Context: an optimization exercise on an open-source flow, tuned for small area, a short achievable clock period and few clock cycles. The choices shown serve that exercise and are no tape-out recipe. Where RTL was checked, it was by simulation tests only, not by an equivalence proof against the original.

## the baseline
==> flow/design.v (excerpt) <==
module goldschmidt_divider_q4_4 (
    input  wire       clk,
    input  wire       rst_n,
    input  wire       start,
    input  wire [7:0] numerator,
    input  wire [7:0] denominator,
    output wire [7:0] quotient,
    output reg        valid,
    output reg        error
);
    reg busy;
    always @(posedge clk or negedge rst_n) begin
        if (!rst_n) begin
            busy  <= 1'b0;
            valid <= 1'b0;
        end else begin
            busy  <= start;
            valid <= busy;
        end
    end
    wire       sgn0 = numerator[7] ^ denominator[7];
    wire [7:0] nr0  = numerator[7]   ? -numerator   : numerator;
    wire [7:0] dr0  = denominator[7] ? -denominator : denominator;
    reg [2:0] p0, cls0;
    always @(*) begin
        casez (dr0)
            8'b1???????: begin p0 = 3'd7; cls0 = dr0[6:4]; end
            8'b01??????: begin p0 = 3'd6; cls0 = dr0[5:3]; end
            8'b001?????: begin p0 = 3'd5; cls0 = dr0[4:2]; end
            8'b0001????: begin p0 = 3'd4; cls0 = dr0[3:1]; end
            8'b00001???: begin p0 = 3'd3; cls0 = dr0[2:0]; end
            8'b000001??: begin p0 = 3'd2; cls0 = {dr0[1:0], 1'b0}; end
            8'b0000001?: begin p0 = 3'd1; cls0 = {dr0[0], 2'b0}; end
  ...
Settings: LEC_CHECK=0, ABC_AREA=1, CAP_MARGIN=20, CORE_MARGIN=2, CORE_UTILIZATION=40, SETUP_SLACK_MARGIN=1.5, SLEW_MARGIN=20; clock period 8.0 ns.
standard.sh (not shown) runs the stock make flow with config.mk's settings and CLKGATE_MAP_FILE= SYNTH_SCRIPT=/design/flow/synth_recipe.tcl, a recipe that flattens the netlist after the stock synthesis.
==> flow/flow/run.sh <==
#!/bin/bash
set -euo pipefail
bash standard.sh MATCH_CELL_FOOTPRINT=0 finish > standard.log 2>&1
Testbench counts of the baseline, summed over its fixed seeds: cycles 32,000.
Input changes introduced in the candidate (baseline for comparison: the baseline):
--- a/flow/design.v
+++ b/flow/design.v
@@ -458,19 +458,31 @@
         ysb   <= usespa ? {3'd0, speca, 1'b0} : y_a[19:8];
         ycb   <= usespa ? 12'd0 : y_b[19:8];
         c8b   <= ~usespa & ylo[8];
         ph    <= usespa ? 7'd1 : (7'd1 << pa);
         sb    <= usespa ? 2'd3 : s3;
         sg    <= sgna;
         error <= dza;
     end
-    wire [11:0] n3 = ysb + ycb + {11'd0, c8b};
-    wire [11:0] n3s = (sb == 2'd0) ? {6'd0, n3[11:6]} :
-                      (sb == 2'd1) ? {7'd0, n3[11:7]} :
-                      (sb == 2'd2) ? {8'd0, n3[11:8]} : 12'd0;
-    wire [14:0] v = ({3'd0, n3} ^ {15{sg}}) + ({3'd0, n3s} ^ {15{sg}}) +
-                    {8'd0, ph} + {14'd0, sg};
-    assign quotient = ({8{ph[0]}} & v[8:1])  | ({8{ph[1]}} & v[9:2])  |
-                      ({8{ph[2]}} & v[10:3]) | ({8{ph[3]}} & v[11:4]) |
-                      ({8{ph[4]}} & v[12:5]) | ({8{ph[5]}} & v[13:6]) |
-                      ({8{ph[6]}} & v[14:7]);
+    wire [11:0] a = ysb + ycb + {11'd0, c8b};
+    wire [5:0]  b = (sb == 2'd0) ? a[11:6] :
+                    (sb == 2'd1) ? {1'b0, a[11:7]} :
+                    (sb == 2'd2) ? {2'b0, a[11:8]} : 6'd0;
+    wire [7:0]  lo = {1'b0, a[6:0]} + {2'b0, b};
+    wire [7:0]  cin = {lo[7], lo[6:1] ^ a[6:1] ^ {1'b0, b[5:1]}};   
+    reg  [7:0]  t1, t2;
+    reg         c, r;
+    always @(*) begin
+        t1 = 8'd0; t2 = 8'd0; c = 1'b0; r = 1'b0;
+        case (1'b1)  
+            ph[0]: begin t1 = a[8:1];          t2 = {3'd0, b[5:1]}; c = cin[0]; r = lo[0]; end
+            ph[1]: begin t1 = a[9:2];          t2 = {4'd0, b[5:2]}; c = cin[1]; r = lo[1]; end
+            ph[2]: begin t1 = a[10:3];         t2 = {5'd0, b[5:3]}; c = cin[2]; r = lo[2]; end
+            ph[3]: begin t1 = a[11:4];         t2 = {6'd0, b[5:4]}; c = cin[3]; r = lo[3]; end
+            ph[4]: begin t1 = {1'd0, a[11:5]}; t2 = {7'd0, b[5]};   c = cin[4]; r = lo[4]; end
+            ph[5]: begin t1 = {2'd0, a[11:6]}; t2 = 8'd0;           c = cin[5]; r = lo[5]; end
+            ph[6]: begin t1 = {3'd0, a[11:7]}; t2 = 8'd0;           c = cin[6]; r = lo[6]; end
+            default: ;
+        endcase
+    end
+    assign quotient = (t1 ^ {8{sg}}) + (t2 ^ {8{sg}}) + {7'd0, c ^ sg} + {7'd0, r ^ sg};
 endmodule
==> comparison <==
Die outline width grows slightly when moving from the baseline to the candidate.
Per the comparison of the candidate with the baseline, cell area after layout moved up; final cell count moved up; total vias in the final route moved up.
The baseline vs the candidate, end point of the critical path: quotient[4] vs quotient[7]
Measured against each other, the candidate and the baseline differ in worst hold slack, the higher figure coming from the candidate.
For the candidate, only the layout was checked, not whether the RTL still works.

goldschmidt_divider_q4_4, a different RTL version from the one above (not shown whole).
Size: ~1300 cells after synthesis, about 9000 um^2 of cells after synthesis.
==> flow/config.mk <==
export PLATFORM = sky130hd
export DESIGN_NAME = goldschmidt_divider_q4_4
export DESIGN_NICKNAME = goldschmidt_divider_q4_4
export VERILOG_FILES = /design/flow/design.v
export SDC_FILE = /design/flow/constraint.sdc
export NUM_CORES = 4
export LEC_CHECK = 0
export ABC_AREA = 1
export CAP_MARGIN = 20
export CORE_MARGIN = 2
export CORE_UTILIZATION = 40
export SETUP_SLACK_MARGIN = 1.5
export SLEW_MARGIN = 20
==> flow/constraint.sdc <==
create_clock -name core_clock -period 8.0 [get_ports {clk}]
set_input_delay 1.6000 -clock core_clock [delete_from_list [all_inputs] [get_ports {clk}]]
set_output_delay 1.6000 -clock core_clock [all_outputs]
set_load 0.01 [all_outputs]
==> flow/flow/run.sh <==
#!/bin/bash
set -euo pipefail
bash standard.sh MATCH_CELL_FOOTPRINT=0 'BUFFER_PORTS_ARGS=-buffer_cell sky130_fd_sc_hd__buf_2' finish > standard.log 2>&1
The baseline passed the timing, DRC and antenna checks.
Testbench counts at the start, summed over its fixed seeds: cycles 32,000.
Change:
--- a/flow/design.v
+++ b/flow/design.v
@@ -657,35 +657,35 @@
     assign m2_48 = (m2_16 & m2_17) | (m2_16 & ((e2_2 & n2[11]))) | (m2_17 & ((e2_2 & n2[11])));
     assign m2_49 = n2[9] ^ c2[17] ^ m2_18;
     assign m2_50 = (n2[9] & c2[17]) | (n2[9] & m2_18) | (c2[17] & m2_18);
     assign m2_51 = n2[10] ^ c2[18];
     assign m2_52 = n2[10] & c2[18];
     assign m2_53 = n2[11] ^ c2[19];
     assign m2_54 = n2[11] & c2[19];
     wire [19:0] y_a = {m2_53, m2_51, m2_49, m2_47, m2_45, m2_43, m2_41, m2_39, m2_37, m2_35, m2_33, m2_31, m2_29, m2_27, m2_25, m2_23, m2_21, m2_19, (es_0 ^ ((e1_0 & n2[1]) | (e2_0 & n2[0]))), c2[0]};
     wire [19:0] y_b = {m2_52, m2_50, m2_48, m2_46, m2_44, m2_42, m2_40, m2_38, m2_36, m2_34, m2_32, m2_30, m2_28, m2_26, m2_24, m2_22, m2_20, (es_1 ^ ((e1_1 & n2[0]))), 1'b0, (es_0 ^ ((e1_0 & n2[0])))};
-    wire [14:0] ylo = {1'b0, y_a[13:0]} + {1'b0, y_b[13:0]};
-    reg [5:0]  yha, yhb;
-    reg [5:0]  n3lo;
+    wire [12:0] ylo = {1'b0, y_a[11:0]} + {1'b0, y_b[11:0]};
+    reg [7:0]  yha, yhb;
+    reg [3:0]  n3lo;
     reg        cy, sg;
     reg [2:0]  pb;
     reg [1:0]  sb;
     always @(posedge clk) begin
-        {yha, n3lo} <= usespa ? {3'd0, speca, 1'b0} : {y_a[19:14], ylo[13:8]};
-        yhb   <= usespa ? 6'd0 : y_b[19:14];
-        cy    <= ~usespa & ylo[14];
+        {yha, n3lo} <= usespa ? {3'd0, speca, 1'b0} : {y_a[19:12], ylo[11:8]};
+        yhb   <= usespa ? 8'd0 : y_b[19:12];
+        cy    <= ~usespa & ylo[12];
         pb    <= usespa ? 3'd0 : pa;
         sb    <= usespa ? 2'd3 : s3;
         sg    <= sgna;
         error <= dza;
     end
-    wire [6:0]  n3c = {yha, 1'b1} + {yhb, cy};    
-    wire [11:0] n3  = {n3c[6:1], n3lo};
+    wire [8:0]  n3c = {yha, 1'b1} + {yhb, cy};    
+    wire [11:0] n3  = {n3c[8:1], n3lo};
     wire [5:0]  n3s = (sb == 2'd0) ? n3[11:6] :
                       (sb == 2'd1) ? {1'b0, n3[11:7]} :
                       (sb == 2'd2) ? {2'b0, n3[11:8]} : 6'd0;
     wire [12:0] n4  = {1'b0, n3} + {7'd0, n3s};
     wire [6:0]  ph = 7'd1 << pb;
     wire [8:0]  t = ({9{ph[0]}} & n4[8:0])  | ({9{ph[1]}} & n4[9:1])  |
                     ({9{ph[2]}} & n4[10:2]) | ({9{ph[3]}} & n4[11:3]) |
                     ({9{ph[4]}} & n4[12:4]) | ({9{ph[5]}} & {1'b0, n4[12:5]}) |
                     ({9{ph[6]}} & {2'b0, n4[12:6]});
What happened:
- The new run finished with timing, DRC and antenna clean
- final area rose by a few percent
- setup slack loses 0.54 ns
- synthesized cell count drops slightly
- clock-buffer cell count stays the same
- flip-flop and latch count climbs by 2
- cell count hardly moves
- sequential share of layout area increases by 0.11 points
- die area drops slightly
- area after synthesis is lower slightly
- worst hold slack gets worse by 0.0044 ns
- routed wire length went up by a few percent
- fmax shrinks by a little under a tenth
Only the layout flow was run in the second run of this note; the RTL was not checked for function there.

## v6
Another version of the RTL of goldschmidt_divider_q4_4 (not shown whole).
For scale: roughly 84 flip-flops, about 29 I/O pins, roughly 9100 sq um of cells after synthesis.
clock: 8.0 ns
lec_check: 0
abc_area: 1
cap_margin: 20
core_margin: 2
core_utilization: 55
setup_slack_margin: 1.0
slew_margin: 20
Scripts as last shown in full above: flow/flow/run.sh
Testbench counts of v6, summed over its fixed seeds: cycles 32,000.
Here is what was changed in the inputs of v7 compared with v6.
--- a/flow/design.v
+++ b/flow/design.v
@@ -415,20 +415,21 @@
     assign rom_n310 = ~rom_n305 & ~rom_n309;
     assign rom_n311 = rom_n47 & rom_n52;
     assign rom_n312 = rom_n300 & ~rom_n311;
     assign rom_n313 = ~rom_n208 & rom_n312;
     assign rom_n314 = rom_n309 & rom_n313;
     assign rom0[7] = rom_n310 | rom_n314;
     wire dz0   = (denominator == 8'd0);
     wire eq0   = (nr0 == dr0);
     wire d160  = (dr0 == 8'h10) & nr0[7];
     wire d1280 = (denominator == 8'h80);
+    wire usesp0 = dz0 | eq0 | d160 | d1280;
     reg [7:0] spec0;
     always @(*) begin
         if (dz0)       spec0 = 8'h00;
         else if (eq0)  spec0 = 8'h10;
         else if (d160) spec0 = 8'h80;
         else           spec0 = rom0;
     end
     wire       bsa0 = bd0[4], bsa1 = bd1[4];
     wire [4:1] bma0 = bd0[3:0], bma1 = bd1[3:0];
     wire [4:1] bma2 = {2'b00, bd2[1:0]};
@@ -477,33 +478,31 @@
     wire ppa2_10 = ((bma2[1] & k1a0[10]) | (bma2[2] & k1a0[9]));
     wire ppa2_11 = ((bma2[1] & k1a0[11]) | (bma2[2] & k1a0[10]));
     wire ppa2_12 = ((bma2[1] & k1a0[12]) | (bma2[2] & k1a0[11]));
     wire ppa2_13 = ((bma2[2] & k1a0[12]));
     wire [13:0] ppa2 = {ppa2_13, ppa2_12, ppa2_11, ppa2_10, ppa2_9, ppa2_8, ppa2_7, ppa2_6, ppa2_5, ppa2_4, ppa2_3, ppa2_2, ppa2_1, ppa2_0};
     reg [14:0] pp0, pp1;
     reg [13:0] pp2;
     reg        bs0, bs1;
     reg [2:0]  pa, cls;
     reg        sgna, dza, usespa;
-    reg [7:0]  speca;
     always @(posedge clk) begin
-        pp0    <= ppa0;
-        pp1    <= ppa1;
-        pp2    <= ppa2;
-        bs0    <= bsa0;
-        bs1    <= bsa1;
+        pp0    <= usesp0 ? 15'd0 : ppa0;
+        pp1    <= usesp0 ? 15'd0 : ppa1;
+        pp2    <= usesp0 ? {3'd0, spec0, 3'd0} : ppa2;
+        bs0    <= ~usesp0 & bsa0;
+        bs1    <= ~usesp0 & bsa1;
         pa     <= p0;
         cls    <= cls0;
         sgna   <= sgn0;
         dza    <= dz0;
-        usespa <= dz0 | eq0 | d160 | d1280;
-        speca  <= spec0;
+        usespa <= usesp0;
     end
     wire m1_1;
     wire m1_2;
     wire m1_3;
     wire m1_4;
     wire m1_5;
     wire m1_6;
     wire m1_7;
     wire m1_8;
     wire m1_9;
@@ -585,26 +584,27 @@
         ({3{cls == 3'd2}} & 3'd7) |
         ({3{cls == 3'd3}} & 3'd2) |
         ({3{cls == 3'd4}} & 3'd1) |
         ({3{cls == 3'd7}} & 3'd1);
     wire [2:0] e2 = ({3{cls == 3'd0}} & 3'd4) |
         ({3{cls == 3'd1}} & 3'd1) |
         ({3{cls == 3'd3}} & 3'd1) |
         ({3{cls == 3'd4}} & 3'd2) |
         ({3{cls == 3'd5}} & 3'd1) |
         ({3{cls == 3'd6}} & 3'd1);
-    wire [19:0] c2 = ({20{cls == 3'd0}} & 20'd1040385) |
+    wire [19:0] c2t = ({20{cls == 3'd0}} & 20'd1040385) |
         ({20{cls == 3'd2}} & 20'd1015812) |
         ({20{cls == 3'd4}} & 20'd1040385);
-    wire es_0 = es[0], es_1 = es[1];
-    wire e1_0 = e1[0], e1_1 = e1[1], e1_2 = e1[2];
-    wire e2_0 = e2[0], e2_1 = e2[1], e2_2 = e2[2];
+    wire [19:0] c2 = c2t & {20{~usespa}};
+    wire es_0 = es[0] & ~usespa, es_1 = es[1] & ~usespa;
+    wire e1_0 = e1[0] & ~usespa, e1_1 = e1[1] & ~usespa, e1_2 = e1[2] & ~usespa;
+    wire e2_0 = e2[0] & ~usespa, e2_1 = e2[1] & ~usespa, e2_2 = e2[2] & ~usespa;
     wire m2_1;
     wire m2_2;
     wire m2_3;
     wire m2_4;
     wire m2_5;
     wire m2_6;
     wire m2_7;
     wire m2_8;
     wire m2_9;
     wire m2_10;
@@ -707,21 +707,21 @@
     assign m2_53 = n2[11] ^ c2[19];
     assign m2_54 = n2[11] & c2[19];
     wire [19:0] y_a = {m2_53, m2_51, m2_49, m2_47, m2_45, m2_43, m2_41, m2_39, m2_37, m2_35, m2_33, m2_31, m2_29, m2_27, m2_25, m2_23, m2_21, m2_19, (es_0 ^ ((e1_0 & n2[1]) | (e2_0 & n2[0]))), c2[0]};
     wire [19:0] y_b = {m2_52, m2_50, m2_48, m2_46, m2_44, m2_42, m2_40, m2_38, m2_36, m2_34, m2_32, m2_30, m2_28, m2_26, m2_24, m2_22, m2_20, (es_1 ^ ((e1_1 & n2[0]))), 1'b0, (es_0 ^ ((e1_0 & n2[0])))};
     wire [19:0] y  = y_a + y_b;
     reg [11:0] n3;
     reg        sg;
     reg [2:0]  pb;
     reg [1:0]  sb;
     always @(posedge clk) begin
-        n3    <= usespa ? {3'd0, speca, 1'b0} : y[19:8];
+        n3    <= y[19:8];
         pb    <= usespa ? 3'd0 : pa;
         sb    <= usespa ? 2'd3 : s3;
         sg    <= sgna;
         error <= dza;
     end
     wire [5:0]  n3s = (sb == 2'd0) ? n3[11:6] :
                       (sb == 2'd1) ? {1'b0, n3[11:7]} :
                       (sb == 2'd2) ? {2'b0, n3[11:8]} : 6'd0;
     wire [12:0] n4  = {1'b0, n3} + {7'd0, n3s};
     wire [6:0]  ph = 7'd1 << pb;
Notes after the runs:
[compare] base=v6 new=v7: final non-filler cell area now sits lower; fmax rose by 5.6%; number of cells produced by synthesis dropped about 2.4%.
When v7 is measured against v6, its time the final worst path needs with I/O delays and setup turns out 0.33 ns lower.
Compared with v6, detailed-route wire length on metal 1 in v7 decreased by a little under 10%.
Testbench counts of v7, summed over its fixed seeds: cycles 32,000.

port drivers added, routing unchanged:
How much do the figures lean on ideal ports? The routed layouts below were timed once more, with nothing changed but the port constraints. Step 1: set_driving_cell puts a clkbuf_16 on clk and a buf_2 on each other input, an assumption about the parent block. Step 2 moves the port delays by t, midway between the first and last clock arrival at a register: inputs arrive t later, outputs are due t later. That takes back most of the time a late clock gives input paths. Three values: no drivers, after step 1, after step 2; two values: the first two.
run | t, ns | slack for setup (ns) | worst setup path at the end | cell pins on the clock port's net
the baseline | 0.365 | 1.718 / 1.676 / 1.950 | input to register | 1
the candidate | 0.373 | 0.882 / 0.843 / 1.216 | register to output | 1
the first run of note 2 | 0.382 | 1.647 / 1.606 / 1.828 | register to register | 1
the second run of note 2 | 0.386 | 1.111 / 1.069 / 1.455 | register to output | 1
v6 | 0.378 | 1.823 / 1.823 / 1.823 | register to register | 1
v7 | 0.373 | 2.148 / 2.148 / 2.148 | register to register | 1
After both steps setup and hold are still met in every run listed.
